Source: an optimization exercise on an open RTL-to-GDS flow (aim: small area, a short achievable clock period and few clock cycles). Production flows keep margins and buffers that such runs may drop.
No functional check of the RTL was part of any run shown here.

==> design/flow/design.v <==
module RISC_SPM (clk, rst, mem_addr, mem_wdata, mem_we, mem_rdata);
  input        clk, rst;
  output [7:0] mem_addr;
  output [7:0] mem_wdata;
  output       mem_we;
  input  [7:0] mem_rdata;
  localparam [3:0] S_FETCH = 4'd0, S_EXEC = 4'd1, S_RD2 = 4'd2, S_WR2 = 4'd3, S_BR2 = 4'd4,
                   S_M1 = 4'd5, S_M2 = 4'd6, S_M3 = 4'd7, S_MW = 4'd8, S_HALT = 4'd9;
  reg [7:0] R0, R1, R2, R3;    
  reg [7:0] IR;                
  reg [7:0] AR;                
  reg [7:0] T;                 
  reg       Z, V;
  reg [1:0] pr;                
  reg       qm1;               
  reg [3:0] st;
  wire [3:0] op = IR[7:4];
  wire [1:0] s  = IR[3:2];
  wire [1:0] d  = IR[1:0];
  reg [7:0] a, b;              
  always @* begin
    case (s) 2'd0: a = R0; 2'd1: a = R1; 2'd2: a = R2; default: a = R3; endcase
    case (d) 2'd0: b = R0; 2'd1: b = R1; 2'd2: b = R2; default: b = R3; endcase
  end
  wire exec = (st == S_EXEC);
  wire       is_sub = (op == 4'd2);
  wire [7:0] ax     = a ^ {8{is_sub}};
  wire [4:0] alo    = {1'b0, b[3:0]} + {1'b0, ax[3:0]} + {4'd0, is_sub};
  wire [3:0] ahi0   = b[7:4] + ax[7:4];
  wire [3:0] ahi1   = b[7:4] + ax[7:4] + 4'd1;
  wire [7:0] sum    = {alo[4] ? ahi1 : ahi0, alo[3:0]};
  reg  [7:0] r;
  always @* begin
    case (op[2:0])
      3'd3:    r = a & b;
      3'd4:    r = ~a;
      default: r = sum;
    endcase
  end
  wire alu_v = (a[7] & b[7] & ~r[7]) | (~a[7] & ~b[7] & r[7]);
  wire       same = (s == d);
  wire       one  = pr[0] ^ qm1;
  wire       two  = (pr[1] & ~pr[0] & ~qm1) | (~pr[1] & pr[0] & qm1);
  wire       neg  = pr[1];
  wire [9:0] mb   = two ? {b[7], b, 1'b0} : (one ? {b[7], b[7], b} : 10'd0);
  wire [9:0] my   = mb ^ {10{neg}};
  wire [9:0] mx   = {{2{T[7]}}, T};
  wire [5:0] mlo  = {1'b0, mx[4:0]} + {1'b0, my[4:0]} + {5'd0, neg};
  wire [4:0] mhi0 = mx[9:5] + my[9:5];
  wire [4:0] mhi1 = mx[9:5] + my[9:5] + 5'd1;
  wire [9:0] S    = {mlo[5] ? mhi1 : mhi0, mlo[4:0]};
  reg  [1:0] pnext;
  always @* begin
    if (!same) pnext = a[3:2];
    else case (st)
      S_M1:    pnext = a[5:4];
      S_M2:    pnext = a[7:6];
      default: pnext = a[3:2];
    endcase
  end
  wire is_alu  = (op == 4'd1) | (op == 4'd2) | (op == 4'd3) | (op == 4'd4);
  wire is_mul  = (op == 4'd10);
  wire is_mem  = (op == 4'd5) | (op == 4'd6);
  wire taken   = (op == 4'd7) | ((op == 4'd8) & Z) | ((op == 4'd9) & V);
  wire halt    = op[3] & (op[2] | (op[1] & op[0]));
  wire mul_it  = (exec & is_mul) | (st == S_M1) | (st == S_M2) | (st == S_M3);
  wire use_t   = (exec & (is_mem | taken)) | (st == S_RD2) | (st == S_WR2) | (st == S_BR2);
  assign mem_addr  = use_t ? T : AR;
  assign mem_wdata = a;
  assign mem_we    = (st == S_WR2);
  wire fetch = (st == S_FETCH) | (st == S_MW) |
               (exec & ~is_mul & ~is_mem & ~taken & ~halt);
  wire [3:0] nop   = mem_rdata[7:4];
  wire       nlong = (nop == 4'd5) | (nop == 4'd6) | (nop == 4'd7) | (nop == 4'd8) | (nop == 4'd9);
  wire [7:0] ar1   = AR + 8'd1;
  wire [7:0] ar2   = AR + 8'd2;
  reg       wen;
  reg [7:0] W;
  always @* begin
    wen = 1'b0;
    W   = r;
    if (exec & is_alu)      begin wen = 1'b1; W = r; end
    else if (st == S_RD2)   begin wen = 1'b1; W = mem_rdata; end
    else if (mul_it)        begin wen = ~same; W = {S[1:0], a[7:2]}; end
    else if (st == S_MW)    begin wen = 1'b1; W = T; end
  end
  wire [1:0] widx = mul_it ? s : d;
  wire [1:0] ns = mem_rdata[3:2];
  reg  [1:0] rn;
  always @* begin
    case (ns) 2'd0: rn = R0[1:0]; 2'd1: rn = R1[1:0]; 2'd2: rn = R2[1:0]; default: rn = R3[1:0]; endcase
    if (wen && widx == ns) rn = W[1:0];
  end
  always @(posedge clk or negedge rst) begin
    if (!rst) begin
      R0 <= 8'd0; R1 <= 8'd0; R2 <= 8'd0; R3 <= 8'd0;
      AR <= 8'd0; Z <= 1'b0; V <= 1'b0; st <= S_FETCH;
    end else begin
      if (wen) case (widx)
        2'd0: R0 <= W; 2'd1: R1 <= W; 2'd2: R2 <= W; default: R3 <= W;
      endcase
      if (exec & is_alu) begin
        Z <= (r == 8'd0);
        if (op != 4'd4) V <= alu_v;
      end else if (st == S_M3) begin
        Z <= 1'b1;
        V <= pr[1] & ((s == 2'd0) ? S[1] : R0[7]);
      end
      if (fetch) AR <= nlong ? ar2 : ar1;
      else if (st == S_BR2) AR <= mem_rdata;
      case (st)
        S_FETCH: st <= S_EXEC;
        S_EXEC:
          if (halt)         st <= S_HALT;
          else if (is_mul)  st <= S_M1;
          else if (is_mem | taken)
            st <= (op == 4'd5) ? S_RD2 : (op == 4'd6) ? S_WR2 : S_BR2;
        S_RD2:   st <= S_FETCH;
        S_WR2:   st <= S_FETCH;
        S_BR2:   st <= S_FETCH;
        S_M1:    st <= S_M2;
        S_M2:    st <= S_M3;
        S_M3:    st <= S_MW;
        S_MW:    st <= S_EXEC;
        S_HALT:  st <= S_HALT;
        default: st <= S_FETCH;
      endcase
    end
  end
  always @(posedge clk) begin
    if (fetch) begin
      IR  <= mem_rdata;
      T   <= nlong ? ar1 : 8'd0;
      pr  <= rn;
      qm1 <= 1'b0;
    end else if (mul_it) begin
      T   <= S[9:2];
      pr  <= pnext;
      qm1 <= pr[1];
    end else if (exec & (is_mem | taken)) begin
      T   <= mem_rdata;
    end
  end
endmodule
==> design/flow/run.sh <==
#!/bin/bash
# synth_recipe.tcl (not shown) runs the flow's synth.tcl, then flattens the netlist and writes it again
# the make line also repeats each setting of config.mk as NAME=value (left out here)
make -C /OpenROAD-flow-scripts/flow DESIGN_CONFIG=/design/flow/config.mk WORK_HOME=/design/flow/orfs CLKGATE_MAP_FILE= SYNTH_SCRIPT=/design/flow/synth_recipe.tcl finish
==> design/flow/config.mk <==
export PLATFORM = sky130hd
export DESIGN_NAME = RISC_SPM
export DESIGN_NICKNAME = RISC_SPM
export VERILOG_FILES = /design/flow/design.v
export SDC_FILE = /design/flow/constraint.sdc
export NUM_CORES = 4
export LEC_CHECK = 0
export ABC_AREA = 1
export CAP_MARGIN = 20
export CORE_MARGIN = 2
export CORE_UTILIZATION = 40
export SLEW_MARGIN = 20
==> design/flow/constraint.sdc <==
create_clock -name core_clock -period 6.0 [get_ports {clk}]
set_input_delay 1.2000 -clock core_clock [delete_from_list [all_inputs] [get_ports {clk}]]
set_output_delay 1.2000 -clock core_clock [all_outputs]
set_load 0.01 [all_outputs]
==> impl_metrics.toml, run 1 <==
[worst_hold_path]
holdCritPathClass = "flop to flop"

[global_routing]
grt_max_degree = 47
grt_pass1_vias = 5089
track_usage_pct = 24.8
grt_pass1_wl_um = 27500
grt_overflow = 0
antenna_found_initial = 0

[layout]
nets = 829
instances_no_fill = 978
drive_gt1_share_pct = 7.73
n_antenna_cell = 0
multi_input_area_um2 = 3220
register_area_um2 = 1710
fillCellCount = 1320
area_growth_pct = 14.0

[job]
maxCapViolCount = 0

[clock_tree]
post_cts_buffers = 0
clockBufferDepth = 2
path_clk_slew_ns = 0.06
cts_buffers = 9
cts_hold_buf = 0
insertion_delay_ns = 0.34
clock-sinks = 65
clock_tree.root_cell = "clkbuf_16"
cts-resized-gates = 0
cts_tree = "built"
cts-htree-levels = 3

[logic_synthesis]
yosys.cell_types.count = 50
ys.flop_type = "dfrtp_1"
netlist_area_um2 = 5310
yosys-top-cells-area = "dfrtp_1, nand2_1, edfxtp_1, nand3_1, inv_1"
synthDominantAreaCellType = "dfrtp_1"
ys_seq_area_share_pct = 32.2
avgSynthCellArea_um2 = 6.91
synthCells = 769
synth_top_area_share_pct = 21.7
synth-seq-cells = 65
yosys_warnings = 1
synth_edf_count = 18
synth.net_count = 801
ys_async_sr_fraction_pct = 70.8

[status]
run_status = "timing/DRC/antenna clean"

[drt]
drt_iter0_drc = 588
drcViolationCount = 0
firstDrtPassIters = 5
antenna_left = 0
num_vias = 5413
drt-total-wl_um = 17100
vias_per_cell = 5.53
wl_per_cell_um = 17.5

[critical_path]
critPathKind = "flop to primary output"
rr_endpoint = "T[7]$_DFFE_PP_"
cp-endpoint = "mem_addr[2]"
cp.arrival_ns = 3.08
worstSetupEndpointType = "primary output"
critical_path_depth = 8
reg2reg_setup_slack_ns = 2.42
required_ns = 4.80
cp_slowest_cell = "clkdlybuf4s50_1"
critPathLaunch = "st[0]$_DFFE_PN0P_"
crit_family = "buffers and inverters"
rr_startpoint = "IR[0]$_DFFE_PN_"
worstPathMaxFanout = 9
max_stage_delay_ns = 0.57
path_cells = "or2_1 > nor2_2 > inv_1 > o211ai_1 > buf_4 > nor2_1 > a21oi_1 > clkdlybuf4s50_1"
worstRegToRegCells = 16
worst_setup_path_start_kind = "flop"
cp_num_buf_inv = 3

[timing]
finalCritPeriodShare_pct = 71.4
tightest_slew_ns = 0.962
period_needed_ns = 4.28
tns_ns = 0
final_hold_viol_count = 0
setup_viol = 0
slew_violations = 0
fin_skew_ns = 0.00855
max-slew-margin-rel_pct = 35.7
rsz0062_at_grt = "no"
clock.fmax_mhz = 233

[floorplan]
start_util_pct = 40.6
coreArea_um2 = 13100
rows = 42
ios = 27
die_h_um = 119
dieArea_um2 = 14200
die-width_um = 119

[place]
dpl.hpwl_um = 13100
gp_congestion = 0.925
portBuffers = 26
dpl.cell_count = 961
==> worst register-to-register path, stage by stage, from the launching register on <==
cell and delay [ns]:
edfxtp_1 0.68, inv_1 0.11, nor2_2 0.32, nand2_1 0.09, nand3_1 0.08, nand2_1 0.15, o22ai_1 0.24, xor2_1 0.10
ha_1 0.23, fa_1 0.42, xor2_1 0.31, nand3_1 0.15, xnor2_1 0.15, nand2_1 0.07, nand3_1 0.07, nand2_1 0.08
o21ai_0 0.08
==> routing by layer <==
| metal | GRT usage (%) | share of wire [%] | vias to the layer above |
|---|---|---|---|
| met1 | 35.3 | 47 | 2585 |
| met2 | 39.2 | 45 | 192 |
| met3 | 2.63 | 5.4 | 24 |
| met4 | 8.33 | 2.1 | 0 |
| met5 | 0 | 0 | - |
| li1 | - | - | 2612 |
==> cells in the mapped netlist (3+ instances only) <==
| cell type | instances |
|---|---|
| nand2_1 | 235 |
| inv_1 | 72 |
| nand3_1 | 72 |
| nor2_1 | 50 |
| dfrtp_1 | 46 |
| o21ai_0 | 46 |
| a21oi_1 | 26 |
| o21ai_1 | 25 |
| xor2_1 | 25 |
| edfxtp_1 | 18 |
| ha_1 | 18 |
| inv_2 | 15 |
| nor3_1 | 12 |
| o22ai_1 | 9 |
| buf_2 | 8 |
| nand2_2 | 8 |
| o211ai_1 | 8 |
| xnor2_1 | 8 |
| nor2_2 | 6 |
| o221ai_1 | 6 |
| a31oi_1 | 5 |
| nor2_4 | 5 |
| fa_1 | 4 |
| nand4_1 | 4 |
| o21ai_2 | 3 |
| or2_0 | 3 |
==> layout by cell type, fill, tap and decap left out, types with 3 or more instances in the layout <==
cell type        count
a21oi_1             26
inv_2               15
xor2_1              25
dfrtp_1             46
nand2_1            235
nor2_2               6
ha_1                18
or2_0                3
o21ai_1             25
fa_1                 4
o211ai_1             8
a31oi_1              5
buf_4                3
xnor2_1              8
clkbuf_16            9
clkdlybuf4s50_1     25
nand4_1              4
inv_1               72
nand2_2              8
edfxtp_1            18
nand3_1             72
o21ai_0             46
nor2_4               5
o221ai_1             6
nor2_1              50
nor3_1              12
o22ai_1              9
o21ai_2              3
==> area by class of cell <==
type                    instances  share of cell area, %
repair buffers                 28                   4.50
clock buffers                  11                   4.17
clock inverters                 5                  0.888
well taps                     176                   3.64
flip-flops and latches         65                   28.3
multi-input cells             605                   53.1
inverters                      88                   5.45
==> worst min-delay path by stage <==
stage / start / endpoint / slack (ns) / cells after the start
4_1_cts: AR[5]$_DFFE_PN0P_ / AR[5]$_DFFE_PN0P_ / 0.48 / 2
2_1_floorplan: AR[5]$_DFFE_PN0P_ / AR[5]$_DFFE_PN0P_ / 0.45 / 2
6_report: AR[5]$_DFFE_PN0P_ / AR[5]$_DFFE_PN0P_ / 0.48 / 2
5_1_grt: AR[5]$_DFFE_PN0P_ / AR[5]$_DFFE_PN0P_ / 0.52 / 2
3_5_place_dp: AR[5]$_DFFE_PN0P_ / AR[5]$_DFFE_PN0P_ / 0.47 / 2
3_3_place_gp: qm1$_SDFFE_PN0N_ / qm1$_SDFFE_PN0N_ / 0.47 / 2
==> stage by stage <==
step | area (um2) | setup WS (ns) | hold slack (ns) | util [%]
finish | 6060 | 1.72 | 0.480 | 46.3
global route | 6060 | 1.62 | 0.522 | 46.3
CTS | 6050 | 1.74 | 0.485 | 46.2
detailed placement | 5740 | 2.12 | 0.473 | 43.9
global placement | 5740 | 2.14 | 0.468 | 43.9
floorplan | 5310 | 3.09 | 0.448 | -
==> registers in the layout (all words and copies together), names as in the netlist <==
name and count:
AR 8, IR 8, R0 8, R1 8, R2 8, R3 8, T 8, st 4
pr 2, V 1, Z 1, qm1 1
==> logic make-up (layout without fill, tap and decap cells) <==
group,count (synthesis),count (layout),share of synthesized area (%)
buf+inv,99,132,7.25
fa+ha+maj,22,22,5.75
simple gates,406,406,33.2
mux,1,1,0.188
xor+xnor,34,34,5.75
flops,65,65,32.2
compound gates,142,142,15.7
==> run 2, diff against run 1 <==
--- a/design/flow/config.mk
+++ b/design/flow/config.mk
@@ -5,7 +5,6 @@
 export SDC_FILE = /design/flow/constraint.sdc
 export NUM_CORES = 4
 export LEC_CHECK = 0
-export ABC_AREA = 1
 export CAP_MARGIN = 20
 export CORE_MARGIN = 2
 export CORE_UTILIZATION = 40
==> impl_metrics.toml, run 2 <==
[floorplan]
rows = 43
die-width_um = 122
die_h_um = 122
coreArea_um2 = 13700
dieArea_um2 = 14900
ios = 27
start_util_pct = 40.6

[critical_path]
worst_path_most_repeated_cell = "mux2_2"
path_cells = "mux2_2 > a32oi_1 > o21ai_0 > nand3b_1 > mux2_2 > clkdlybuf4s50_1"
cp.arrival_ns = 3.13
worstSetupEndpointType = "primary output"
rr_startpoint = "IR[2]$_DFFE_PN_"
required_ns = 4.80
worst_setup_path_start_kind = "flop"
critPathKind = "flop to primary output"
worstPathMaxFanout = 14
critPathLaunch = "IR[4]$_DFFE_PN_"
cp_slowest_cell = "edfxtp_1"
max_stage_delay_ns = 0.66

[place]
dpl_worst_slack_ns = 1.80
portBuffers = 26
dpl.hpwl_um = 12000
gp_congestion = 0.867
dpl-instance-area_um2 = 5890

[clock_tree]
path_clk_slew_ns = 0.06
cts_buffers = 9
clock_tree.root_cell = "clkbuf_16"
insertion_delay_ns = 0.34
clockBufferDepth = 2
post_cts_buffers = 0
cts_tree = "built"
cts-resized-gates = 0
cts-htree-levels = 3
cts_hold_buf = 0
clock-sinks = 65

[timing]
slew_violations = 0
finalWorstSetupSlack_ns = 1.67
rsz0062_at_grt = "no"
tightest_slew_ns = 0.824
setup_viol = 0
finalCritPeriodShare_pct = 72.1
fin_skew_ns = 0.00645
final_hold_viol_count = 0
max-slew-margin-rel_pct = 44.7
tns_ns = 0
period_needed_ns = 4.33
clock.fmax_mhz = 231

[worst_hold_path]
min_from = "R3[2]$_DFFE_PN0P_"
holdCritPathClass = "flop to flop"

[global_routing]
grt_pass1_vias = 4561
antenna_found_initial = 0
grt_max_degree = 47
grt_pass1_wl_um = 26000
track_usage_pct = 22.7
grt_overflow = 0

[layout]
finish.utilization_pct = 45.4
n_antenna_cell = 0
design_area_um2 = 6230
area_growth_pct = 11.9
nets = 621
mostFrequentLayoutCells = "nor2_1, dfrtp_1, nand2_1, a21oi_1"
final_common_cell = "nor2_1"
drive_gt1_share_pct = 15.0

[drt]
antenna_left = 0
drt_iter0_drc = 613
num_vias = 4876
vias_per_cell = 6.30
drcViolationCount = 0
firstDrtPassIters = 5
wl_per_cell_um = 21.1
drt-total-wl_um = 16300

[logic_synthesis]
netlist_area_um2 = 5570
ys_async_sr_fraction_pct = 70.8
synth_top_area_share_pct = 20.7
synth.net_count = 625
ys.flop_type = "dfrtp_1"
synth-seq-cells = 65
yosys-top-cells-area = "dfrtp_1, edfxtp_1, mux4_2, mux2_2, ha_1"
synthDominantAreaCellType = "dfrtp_1"
synth_edf_count = 18
ys_seq_area_share_pct = 30.7
yosys_warnings = 1
yosys.cell_types.count = 76
yosysMostFrequentCell = "nor2_1"
avgSynthCellArea_um2 = 9.39
synth_common_cells = "nor2_1, dfrtp_1, nand2_1"
synthCells = 593

[job]
maxCapViolCount = 0

[status]
run_status = "timing/DRC/antenna clean"
==> run 2: cells by family after synthesis <==
family                     count (synthesis)  synth area share [%]
DFF                                       65                  30.7
adders and majority gates                 22                  5.48
AOI/OAI and AO/OA                        169                  20.9
and+or+nand+nor                          177                  15.8
buffers and inverters                     55                  4.16
muxes                                     68                  17.1
xor gates and xnor gates                  37                  5.82
==> run 2: layout make-up <==
cell class | count | area, um2
fill | 1328 | 7490
multi-input combinational | 473 | 3640
sequential | 65 | 1710
timing repair buffer | 30 | 288
clock buffer | 11 | 243
tap | 180 | 225
clock inverter | 5 | 86.3
inverter | 10 | 37.5
==> run 2: path summary, 6_finish.rpt <==
| path | end | slack [ns] | depth (start not counted) |
|---|---|---|---|
| max in group asynchronous | R1[4]$_DFFE_PN0P_ | 4.68 | 1 |
| hold / removal | R3[2]$_DFFE_PN0P_ | 0.51 | 2 |
| setup / recovery | mem_addr[1] | 1.67 | 6 |
| hold reg to reg | R3[2]$_DFFE_PN0P_ | 0.51 | 2 |
| setup reg to reg | R1[5]$_DFFE_PN0P_ | 1.80 | 10 |
| min in group asynchronous | AR[2]$_DFFE_PN0P_ | 0.87 | 1 |
==> run 2: stage by stage <==
step	hold WS, ns	std cells
floorplan	0.460	593
global placement	0.478	758
detailed placement	0.496	758
CTS	0.514	774
global route	0.541	774
finish	0.510	774
==> run 2: critical path, delay by kind of cell, from the launching register on <==
kind            cells  cell delay, ns
compound gates      2            0.46
buf+inv             1            0.48
flops               1            0.66
mux                 2            0.80
simple gates        1            0.38
==> run 2: metal layers <==
metal	global-route usage, %	vias up	wire length [um]
met5	0	-	0
met4	7.47	0	294
met3	3.75	21	1110
met2	34.3	189	7520
met1	33.2	2419	7390
li1	-	2247	-

==> separate check: timing with driven ports <==
In the flow no input, the clock included, has a driving cell. The finished layouts below were timed again as built, in two steps.
Step 1 sets driving cells, clkbuf_16 on the clock port and buf_2 on the other inputs (assumed; they add their load-dependent delay and slew).
Step 2 moves the port delays by t, midway between the first and last clock arrival at a register: inputs arrive t later, outputs are due t later. That takes back most of the time a late clock gives input paths.
a / b / c = no drivers / after step 1 / after step 2; a / b = the first two.
run | t (ns) | slack for setup (ns) | worst setup path at the end | cell pins on the clock port's net
run 1 | 0.384 | 1.717 / 1.673 / 2.057 | register to output | 1
run 2 | 0.376 | 1.673 / 1.633 / 1.800 | register to register | 1
After both steps every run listed still meets setup and hold.
